Context: an optimization exercise on an open-source flow, tuned for a short achievable clock period and few clock cycles. The choices shown serve that exercise and are no tape-out recipe.
In this exercise RTL edits were held to simulation tests only and were not proved equivalent to the original.
The flow treats the clock pin as an ideal source, which a real chip does not have.

== exp/cedar ==
==> flow/design.v (excerpt) <==
module cpu(
    input  wire        clk,
    input  wire        rst,
    output wire [31:0] imem_addr,
    input  wire [31:0] imem_data,
    output reg         st_valid,
    output reg  [31:0] st_addr,
    output reg  [31:0] st_data,
    output wire        halted
);
Size in the first run: ~2,000 flip-flops.
clock: 14.0 ns
lec_check: 0
abc_clock_period_in_ps: 3500
cap_margin: 20
core_margin: 2
core_utilization: 60
cts_buf_list: sky130_fd_sc_hd__clkbuf_16
cts_cluster_diameter: 80
cts_cluster_size: 20
setup_slack_margin: 5
slew_margin: 20
standard.sh (not shown) runs the stock make flow with config.mk's settings and CLKGATE_MAP_FILE= SYNTH_SCRIPT=/design/flow/synth_recipe.tcl, a recipe that flattens the netlist after the stock synthesis.
==> flow/flow/run.sh <==
#!/bin/bash
# Own layout flow: the standard ORFS flow, with two changes:
#  - timing repair aims at a larger setup-slack margin, so the optimiser keeps
#    improving paths far below the 14 ns clock (the SDC is unchanged);
#  - before clock-tree synthesis, each flip-flop that drives an output port is
#    moved next to that port's buffer (flow/pre_cts.tcl), then legalized.
set -euo pipefail
MARGIN=$(cat flow/margin.txt 2>/dev/null || echo 10)
bash standard.sh SETUP_SLACK_MARGIN=$MARGIN PRE_CTS_TCL=$PWD/flow/pre_cts.tcl finish > standard_flow.log 2>&1
==> flow/flow/margin.txt <==
10.3
==> flow/flow/pre_cts.tcl <==
# Move each flip-flop that drives an output port's buffer next to that
# buffer, so the register-to-port wire is short; then legalize.
set block [ord::get_db_block]
set moved 0
foreach bt [$block getBTerms] {
  if {[$bt getIoType] ne "OUTPUT"} { continue }
  set buf ""
  foreach it [[$bt getNet] getITerms] { if {[$it isOutputSignal]} { set buf [$it getInst] } }
  if {$buf eq ""} { continue }
  set inet ""
  foreach it [$buf getITerms] { if {[$it isInputSignal]} { set inet [$it getNet] } }
  if {$inet eq ""} { continue }
  set drv ""
  set n 0
  foreach it [$inet getITerms] { incr n; if {[$it isOutputSignal]} { set drv [$it getInst] } }
  if {$drv eq ""} { continue }
  if {![[$drv getMaster] isSequential]} { continue }
  set loc [$buf getLocation]
  $drv setLocation [lindex $loc 0] [lindex $loc 1]
  $drv setPlacementStatus PLACED
  incr moved
}
puts "pre_cts: moved $moved output flip-flops next to their port buffers"
detailed_placement
check_placement -verbose
exp/cedar had finished all stages when the layout checks came back failing, citing max-capacitance violations, max-slew violations.
Testbench counts of exp/cedar, summed over its fixed seeds: cycles 84,630.
Setup changes, exp/cedar to exp/raven
--- a/flow/design.v
+++ b/flow/design.v
@@ -50,13 +50,12 @@
 reg         vE;
 reg  [31:0] pcE;
 reg  [31:0] opA, opB, opS;
 reg         fA, fB, fS;
 reg  [8:0]  rsel;        
 reg         subE, sraE;
-reg         addiE;       
 reg         jalE;    
 reg         brE, bneE, jalrE, stE, haltE, wrE, ptE;
 reg  [1:0]  stwE;
 reg  [4:0]  rdE;
 reg  [31:0] linkE, brT, offIE;
 reg         off2E, off3E;    
@@ -144,18 +143,16 @@
 wire        seqD  = vD && v1 && !ptD;
 wire        skipE = exE && taken && !ptE && seqD && (off2E || (off3E && !pt1));
 wire        kill1 = skipE && off3E;
 wire        misE  = exE && ((brE && (taken ^ ptE)) || (jalE && !ptE) || jalrE || haltE) && !skipE;
 wire [31:0] tgtE  = haltE ? pcE : jalrE ? jt : ((taken || jalE) ? brT : linkE);
 wire        zD    = ir[24:20] == 5'd0;
-wire        canD  = brOK && zD && fE1 && addiE;
-wire [31:0] oOB   = opA | opB;
-wire [31:0] rOB   = resW | opB;
-wire        zO    = (opA ^ opB) == {oOB[30:0], 1'b0};
-wire        zR    = (resW ^ opB) == {rOB[30:0], 1'b0};
-wire        xz    = fA ? zR : zO;
+wire        addE  = rsel[0] && !subE;
+wire        canD  = brOK && zD && fE1 && addE;
+wire [31:0] aob   = a | b;
+wire        xz    = (a ^ b) == {aob[30:0], 1'b0};
 wire        tkD   = f3D[0] ? !xz : xz;
 wire        shortF = offB == 32'd2 || offB == 32'd3;
 wire        resT  = canD && tkD && !ptD && shB && !shortF;
 wire        resN  = canD && !tkD && ptD;
 wire        redirB = redirB0 && !canD;
 wire redirD = vD && !misE && !skipE && (redirJ || redirB || resT || resN);
@@ -217,13 +214,12 @@
     opA   <= rAf;
     opS   <= rBf;
     opB   <= isOPI ? immI : isST ? immS : rBf;
     fA    <= fE1;
     fS    <= fE2;
     fB    <= fE2 && !isOPI && !isST;
-    addiE <= isOPI && f3D == 3'b000;
     rsel[0] <= isST || (isALU && f3D == 3'b000);
     rsel[1] <= isALU && f3D == 3'b001;
     rsel[2] <= isALU && f3D == 3'b010;
     rsel[3] <= isALU && f3D == 3'b011;
     rsel[4] <= isALU && f3D == 3'b100;
     rsel[5] <= isALU && f3D == 3'b101;
### Flow results
- Path length in cells of the critical path ends up lower on exp/raven.
- Summary of exp/raven over exp/cedar: post-route worst setup slack has decreased, register fraction of the total cell area has increased.
- The CTS sink count of exp/raven and that of exp/cedar are within noise of each other.
- Changes observed in exp/raven relative to exp/cedar: count of different cell masters after synthesis now larger; core utilization now smaller; full die area now smaller; adder and majority cell fraction of the synthesized area now smaller.
- exp/raven did not stop at any stage, and its layout met the timing, design-rule and antenna checks.
- In the reports for exp/cedar and exp/raven, the larger maximum clock frequency belongs to exp/cedar.
- Fraction of final layout cells sized beyond drive strength 1 essentially unchanged between exp/raven and exp/cedar.
- Wire length of the first global-routing pass, exp/cedar and exp/raven: smaller value in exp/raven
Testbench counts of exp/raven, summed over its fixed seeds: cycles 84,630.

---

## middle
The RTL this note starts from:
==> flow/design.v <==
module cpu(
    input  wire        clk,
    input  wire        rst,
    output wire [31:0] imem_addr,
    input  wire [31:0] imem_data,
    output reg         st_valid,
    output reg  [31:0] st_addr,
    output reg  [31:0] st_data,
    output wire        halted
);
localparam NB = 4;
reg  [31:0] fa;           
reg  [31:0] fo;           
reg         rst_d;
reg         hlt_d;        
assign imem_addr = fo;
reg  [NB-1:0]    bv;
reg  [32*NB-1:0] btag;
reg  [32*NB-1:0] btgt;
reg  [1:0]       bptr;
reg              balloc;         
reg  [31:0]      batag, batgt;
wire [NB-1:0] bhit;
reg  [31:0]   bt;
genvar gi;
generate
    for (gi = 0; gi < NB; gi = gi + 1) begin : g_btb
        assign bhit[gi] = bv[gi] && (btag[32*gi +: 32] == fa);
    end
endgenerate
integer k;
always @(*) begin
    bt = 32'h0;
    for (k = 0; k < NB; k = k + 1)
        bt = bt | ({32{bhit[k]}} & btgt[32*k +: 32]);
end
wire hit0 = |bhit;
reg         v1;
reg  [31:0] pc1;
reg         pt1;
reg  [31:0] ir;
reg         vD;
reg  [31:0] pcD;
reg  [31:0] linkD;           
reg  [25:0] hinc, hdec;      
reg         ptD;
reg  [31:1] sel1, sel2;
reg         fE1, fE2;    
reg         fW1, fW2;    
reg         vE;
reg  [31:0] pcE;
reg  [31:0] opA, opB, opS;
reg         fA, fB, fS;
reg  [8:0]  rsel;        
reg         subE, sraE;
reg         addiE;       
reg         jalE;    
reg         brE, bneE, jalrE, stE, haltE, wrE, ptE;
reg  [1:0]  stwE;
reg  [4:0]  rdE;
reg  [31:0] linkE, offE, offIE;
reg         off2E, off3E;    
reg  [31:0] resW;            
reg  [31:0] resR;            
reg         weW;
reg  [4:0]  rdW;
reg         halted_r;
assign halted = halted_r;
wire [31:0] xr [0:31];
assign xr[0] = 32'h0;
generate
    for (gi = 1; gi < 32; gi = gi + 1) begin : g_rf
        reg [31:0] q;
        always @(posedge clk)
            if (weW && rdW == gi)
                q <= resR;
        assign xr[gi] = q;
    end
endgenerate
reg [31:0] rA, rB;
always @(*) begin
    rA = 32'h0;
    rB = 32'h0;
    for (k = 1; k < 32; k = k + 1) begin
        rA = rA | ({32{sel1[k]}} & xr[k]);
        rB = rB | ({32{sel2[k]}} & xr[k]);
    end
end
wire [6:0] opD  = ir[6:0];
wire [2:0] f3D  = ir[14:12];
wire [6:0] f7D  = ir[31:25];
wire [4:0] rdD  = ir[11:7];
wire isOPI  = opD == 7'b0010011;
wire isOP   = opD == 7'b0110011;
wire isST   = opD == 7'b0100011;
wire isBR   = opD == 7'b1100011;
wire isJAL  = opD == 7'b1101111;
wire isJALR = opD == 7'b1100111;
wire isSYS  = opD == 7'b1110011;
wire brOK   = isBR && f3D[2:1] == 2'b00;
wire isHalt = isSYS || (isBR && f3D[2:1] != 2'b00);
wire isALU  = isOPI || isOP;
wire wrD    = (isALU || isJAL || isJALR) && rdD != 5'd0;
wire [31:0] immI = {{20{ir[31]}}, ir[31:20]};
wire [31:0] immS = {{20{ir[31]}}, ir[31:25], ir[11:7]};
wire [31:0] offB = {{22{ir[31]}}, ir[7], ir[30:25], ir[11:9]};
wire [31:0] offJ = {{14{ir[31]}}, ir[19:12], ir[20], ir[30:22]};
wire [31:0] offI = {{22{ir[31]}}, ir[31:22]};
wire skipJ  = isJAL && !ptD && offJ == 32'd2 && v1 && !pt1;
wire        shB  = &offB[31:6] | ~|offB[31:6];
wire        shJ  = &offJ[31:6] | ~|offJ[31:6];
wire [6:0]  loB  = {1'b0, pcD[5:0]} + {1'b0, offB[5:0]};
wire [6:0]  loJ  = {1'b0, pcD[5:0]} + {1'b0, offJ[5:0]};
wire [31:0] tgB  = {(loB[6] == offB[31]) ? pcD[31:6] : loB[6] ? hinc : hdec, loB[5:0]};
wire [31:0] tgJ  = {(loJ[6] == offJ[31]) ? pcD[31:6] : loJ[6] ? hinc : hdec, loJ[5:0]};
wire [31:0] tgtS = isJAL ? tgJ : tgB;
wire redirJ = isJAL && !ptD && shJ && offJ != 32'd1 && !skipJ;
wire redirB0 = brOK && !ptD && shB && ir[31];
wire [31:0] rAf = fW1 ? resW : rA;
wire [31:0] rBf = fW2 ? resW : rB;
wire [31:0] a = fA ? resW : opA;
wire [31:0] b = fB ? resW : opB;
wire [31:0] s = fS ? resW : opS;
wire exE = vE;
wire [31:0] sum   = a + (b ^ {32{subE}}) + {31'b0, subE};
wire [31:0] r_sll = a << b[4:0];
wire [31:0] r_sr  = $signed({sraE & a[31], a}) >>> b[4:0];
wire        r_slt = $signed(a) < $signed(b);
wire        r_ult = a < b;
wire [31:0] res =
      ({32{rsel[0]}} & sum)
    | ({32{rsel[1]}} & r_sll)
    | ({32{rsel[2]}} & {31'b0, r_slt})
    | ({32{rsel[3]}} & {31'b0, r_ult})
    | ({32{rsel[4]}} & (a ^ b))
    | ({32{rsel[5]}} & r_sr)
    | ({32{rsel[6]}} & (a | b))
    | ({32{rsel[7]}} & (a & b))
    | ({32{rsel[8]}} & linkE);
wire        eq    = a == s;
wire        taken = brE && (bneE ^ eq);
wire [31:0] brT   = pcE + offE;    
wire [31:0] jt    = a + offIE;
wire        seqD  = vD && v1 && !ptD;
wire        skipE = exE && taken && !ptE && seqD && (off2E || (off3E && !pt1));
wire        kill1 = skipE && off3E;
wire        misE  = exE && ((brE && (taken ^ ptE)) || (jalE && !ptE) || jalrE || haltE) && !skipE;
wire [31:0] tgtE  = haltE ? pcE : jalrE ? jt : ((taken || jalE) ? brT : linkE);
wire        zD    = ir[24:20] == 5'd0;
wire        canD  = brOK && zD && fE1 && addiE;
wire [31:0] oOB   = opA | opB;
wire [31:0] rOB   = resW | opB;
wire        zO    = (opA ^ opB) == {oOB[30:0], 1'b0};
wire        zR    = (resW ^ opB) == {rOB[30:0], 1'b0};
wire        xz    = fA ? zR : zO;
wire        tkD   = f3D[0] ? !xz : xz;
wire        shortF = offB == 32'd2 || offB == 32'd3;
wire        resT  = canD && tkD && !ptD && shB && !shortF;
wire        resN  = canD && !tkD && ptD;
wire        redirB = redirB0 && !canD;
wire redirD = vD && !misE && !skipE && (redirJ || redirB || resT || resN);
wire [31:0] tgtR  = resN ? linkD : tgtS;
wire skipD  = vD && !misE && !skipE && skipJ;
wire allocE = exE && (taken || jalE) && !ptE && !skipE;
wire [31:0] fnext = misE ? tgtE : redirD ? tgtR : hit0 ? bt : fa + 32'd1;
wire allocD = redirD && !resN;
wire [4:0] rs1n = imem_data[19:15];
wire [4:0] rs2n = imem_data[24:20];
wire       wDv  = vD && wrD && !skipE;
wire       wEv  = vE && wrE;
always @(posedge clk) begin
    rst_d <= rst;
    pc1 <= fa;
    if (rst) begin
        fa  <= (rst_d && fa == 32'h0) ? 32'd1 : 32'd0;
        fo  <= (rst_d && fa == 32'h0) ? 32'd1 : 32'd0;
        v1  <= rst_d && fa == 32'h0;
        pt1 <= 1'b0;
    end else begin
        fa  <= fnext;
        fo  <= hlt_d ? 32'h0 : fnext;
        v1  <= !misE && !redirD;
        pt1 <= hit0;
    end
    if (rst) begin
        bv   <= {NB{1'b0}};
        bptr <= 2'd0;
        balloc <= 1'b0;
    end else begin
        balloc <= allocE || allocD;
        if (balloc) begin
            bv[bptr] <= 1'b1;
            btag[32*bptr +: 32] <= batag;
            btgt[32*bptr +: 32] <= batgt;
            bptr <= bptr + 2'd1;
        end
    end
    batag <= allocE ? pcE : pcD;
    batgt <= allocE ? brT : tgtS;
    ir  <= imem_data;
    pcD <= pc1;
    linkD <= pc1 + 32'd1;
    hinc <= pc1[31:6] + 26'd1;
    hdec <= pc1[31:6] - 26'd1;
    ptD <= pt1;
    vD  <= !rst && v1 && !misE && !redirD && !kill1 && !skipD;
    for (k = 1; k < 32; k = k + 1) begin
        sel1[k] <= rs1n == k;
        sel2[k] <= rs2n == k;
    end
    fE1 <= wDv && rs1n == rdD;
    fE2 <= wDv && rs2n == rdD;
    fW1 <= wEv && rs1n == rdE;
    fW2 <= wEv && rs2n == rdE;
    vE    <= !rst && vD && !misE && !skipE;
    pcE   <= pcD;
    opA   <= rAf;
    opS   <= rBf;
    opB   <= isOPI ? immI : isST ? immS : rBf;
    fA    <= fE1;
    fS    <= fE2;
    fB    <= fE2 && !isOPI && !isST;
    addiE <= isOPI && f3D == 3'b000;
    rsel[0] <= isST || (isALU && f3D == 3'b000);
    rsel[1] <= isALU && f3D == 3'b001;
    rsel[2] <= isALU && f3D == 3'b010;
    rsel[3] <= isALU && f3D == 3'b011;
    rsel[4] <= isALU && f3D == 3'b100;
    rsel[5] <= isALU && f3D == 3'b101;
    rsel[6] <= isALU && f3D == 3'b110;
    rsel[7] <= isALU && f3D == 3'b111;
    rsel[8] <= isJAL || isJALR;
    subE  <= isOP && f3D == 3'b000 && f7D == 7'h20;
    sraE  <= f7D == 7'h20;
    brE   <= brOK;
    bneE  <= f3D[0];
    jalrE <= isJALR;
    jalE  <= isJAL;
    stE   <= isST;
    stwE  <= f3D[1:0];
    haltE <= isHalt;
    wrE   <= wrD;
    ptE   <= canD ? (tkD && (ptD || (shB && !shortF))) : (ptD || redirB || (isJAL && shJ));
    rdE   <= rdD;
    linkE <= linkD;
    offE  <= isJAL ? offJ : offB;
    offIE <= offI;
    off2E <= offB == 32'd2;
    off3E <= offB == 32'd3;
    resW <= res;
    if (exE && wrE)
        resR <= res;
    weW  <= !rst && exE && wrE;
    rdW  <= rdE;
    hlt_d <= !rst && halted_r;
    if (rst)
        halted_r <= 1'b0;
    else if ((exE && haltE) || (vD && isHalt && !misE && !skipE))
        halted_r <= 1'b1;     
    st_valid <= !rst && exE && stE;
    st_addr  <= sum;
    case (stwE)
        2'b00:   st_data <= {24'b0, s[7:0]};
        2'b01:   st_data <= {16'b0, s[15:0]};
        default: st_data <= s;
    endcase
end
endmodule
export LEC_CHECK = 0
export ABC_CLOCK_PERIOD_IN_PS = 3500
export CAP_MARGIN = 20
export CORE_MARGIN = 2
export CORE_UTILIZATION = 60
export CTS_BUF_LIST = sky130_fd_sc_hd__clkbuf_16
export CTS_CLUSTER_DIAMETER = 80
export CTS_CLUSTER_SIZE = 20
export SETUP_SLACK_MARGIN = 5
export SLEW_MARGIN = 20
create_clock -name core_clock -period 14.0 [get_ports {clk}]
Scripts as last shown in full above: flow/flow/run.sh, flow/flow/margin.txt, flow/flow/pre_cts.tcl
Status middle: flow complete, layout not clean - capacitance limit, slew limit
Testbench counts of middle, summed over its fixed seeds: cycles 84,630.
#### Input delta (east over middle)
--- a/flow/design.v
+++ b/flow/design.v
@@ -41,8 +41,6 @@
 reg  [31:0] ir;
 reg         vD;
 reg  [31:0] pcD;
-reg  [31:0] linkD;           
-reg  [25:0] hinc, hdec;      
 reg         ptD;
 reg  [31:1] sel1, sel2;
 reg         fE1, fE2;    
@@ -53,12 +51,11 @@
 reg         fA, fB, fS;
 reg  [8:0]  rsel;        
 reg         subE, sraE;
-reg         addiE;       
 reg         jalE;    
 reg         brE, bneE, jalrE, stE, haltE, wrE, ptE;
 reg  [1:0]  stwE;
 reg  [4:0]  rdE;
-reg  [31:0] linkE, offE, offIE;
+reg  [31:0] linkE, brT, offIE;
 reg         off2E, off3E;    
 reg  [31:0] resW;            
 reg  [31:0] resR;            
@@ -106,11 +103,15 @@
 wire [31:0] offB = {{22{ir[31]}}, ir[7], ir[30:25], ir[11:9]};
 wire [31:0] offJ = {{14{ir[31]}}, ir[19:12], ir[20], ir[30:22]};
 wire [31:0] offI = {{22{ir[31]}}, ir[31:22]};
+wire [31:0] tgtD  = pcD + (isJAL ? offJ : offB);
+wire [31:0] linkD = pcD + 32'd1;
 wire skipJ  = isJAL && !ptD && offJ == 32'd2 && v1 && !pt1;
 wire        shB  = &offB[31:6] | ~|offB[31:6];
 wire        shJ  = &offJ[31:6] | ~|offJ[31:6];
 wire [6:0]  loB  = {1'b0, pcD[5:0]} + {1'b0, offB[5:0]};
 wire [6:0]  loJ  = {1'b0, pcD[5:0]} + {1'b0, offJ[5:0]};
+wire [25:0] hinc = pcD[31:6] + 26'd1;
+wire [25:0] hdec = pcD[31:6] - 26'd1;
 wire [31:0] tgB  = {(loB[6] == offB[31]) ? pcD[31:6] : loB[6] ? hinc : hdec, loB[5:0]};
 wire [31:0] tgJ  = {(loJ[6] == offJ[31]) ? pcD[31:6] : loJ[6] ? hinc : hdec, loJ[5:0]};
 wire [31:0] tgtS = isJAL ? tgJ : tgB;
@@ -139,7 +140,6 @@
     | ({32{rsel[8]}} & linkE);
 wire        eq    = a == s;
 wire        taken = brE && (bneE ^ eq);
-wire [31:0] brT   = pcE + offE;    
 wire [31:0] jt    = a + offIE;
 wire        seqD  = vD && v1 && !ptD;
 wire        skipE = exE && taken && !ptE && seqD && (off2E || (off3E && !pt1));
@@ -147,12 +147,10 @@
 wire        misE  = exE && ((brE && (taken ^ ptE)) || (jalE && !ptE) || jalrE || haltE) && !skipE;
 wire [31:0] tgtE  = haltE ? pcE : jalrE ? jt : ((taken || jalE) ? brT : linkE);
 wire        zD    = ir[24:20] == 5'd0;
-wire        canD  = brOK && zD && fE1 && addiE;
-wire [31:0] oOB   = opA | opB;
-wire [31:0] rOB   = resW | opB;
-wire        zO    = (opA ^ opB) == {oOB[30:0], 1'b0};
-wire        zR    = (resW ^ opB) == {rOB[30:0], 1'b0};
-wire        xz    = fA ? zR : zO;
+wire        addE  = rsel[0] && !subE;
+wire        canD  = brOK && zD && fE1 && addE;
+wire [31:0] aob   = a | b;
+wire        xz    = (a ^ b) == {aob[30:0], 1'b0};
 wire        tkD   = f3D[0] ? !xz : xz;
 wire        shortF = offB == 32'd2 || offB == 32'd3;
 wire        resT  = canD && tkD && !ptD && shB && !shortF;
@@ -199,9 +197,6 @@
     batgt <= allocE ? brT : tgtS;
     ir  <= imem_data;
     pcD <= pc1;
-    linkD <= pc1 + 32'd1;
-    hinc <= pc1[31:6] + 26'd1;
-    hdec <= pc1[31:6] - 26'd1;
     ptD <= pt1;
     vD  <= !rst && v1 && !misE && !redirD && !kill1 && !skipD;
     for (k = 1; k < 32; k = k + 1) begin
@@ -220,7 +215,6 @@
     fA    <= fE1;
     fS    <= fE2;
     fB    <= fE2 && !isOPI && !isST;
-    addiE <= isOPI && f3D == 3'b000;
     rsel[0] <= isST || (isALU && f3D == 3'b000);
     rsel[1] <= isALU && f3D == 3'b001;
     rsel[2] <= isALU && f3D == 3'b010;
@@ -243,7 +237,7 @@
     ptE   <= canD ? (tkD && (ptD || (shB && !shortF))) : (ptD || redirB || (isJAL && shJ));
     rdE   <= rdD;
     linkE <= linkD;
-    offE  <= isJAL ? offJ : offB;
+    brT   <= tgtD;
     offIE <= offI;
     off2E <= offB == 32'd2;
     off3E <= offB == 32'd3;
[summary]
east completed end to end with timing, DRC and antenna clean.
Compared with middle, number of global-route vias before repair in east decreased by a few percent.
Of middle and east, the run reporting the higher fraction of final layout cells sized beyond drive strength 1 was middle.
east has area share of xor/xnor cells in the synthesized design below what middle had.
east reports a lower count of plain and timing-repair buffers than middle does.
Met2 wire length (east over middle): decrease, 5.5%
middle → east: biggest fanout along the worst timing path shows an increase of 6, utilization lower, final cell count without fillers fell about 6.4%, summed instance area of the synthesized netlist has decreased, worst hold slack across all endpoints dropped 48 ps.
Relative to middle, worst setup slack has decreased by 250 ps in east.
Testbench counts of east, summed over its fixed seeds: cycles 84,630.

## what the ideal ports hide
The results above use ideal ports. As a check the final layouts listed here were re-extracted and re-timed, cells and wires unchanged. Step 1 assumes that a clkbuf_16 drives the clock port and a buf_2 every other input. Step 2 also shifts input and output timing later by t, the mid clock arrival at the registers, as if the neighbouring blocks saw the same clock. Three values: no drivers, after step 1, after step 2; two values: the first two.
run | t (ns) | setup slack, ns | worst hold slack (ns) | worst slew at a driven data input, ns
exp/cedar | 0.887 | 9.835 / 9.824 / 9.186 | 0.356 / 0.356 / 0.356 | 0.25
exp/raven | 0.891 | 9.628 / 9.628 / 9.047 | 0.350 / 0.350 / 0.350 | 0.17
middle | 0.915 | 9.928 / 9.831 / 9.371 | 0.352 / 0.352 / 0.352 | 0.22
east | 0.882 | 9.682 / 9.682 / 9.192 | 0.304 / 0.304 / 0.304 | 0.04
For exp/cedar, which loses most, drivers alone change the setup slack by -0.011 ns; drivers and shift together by -0.649 ns.
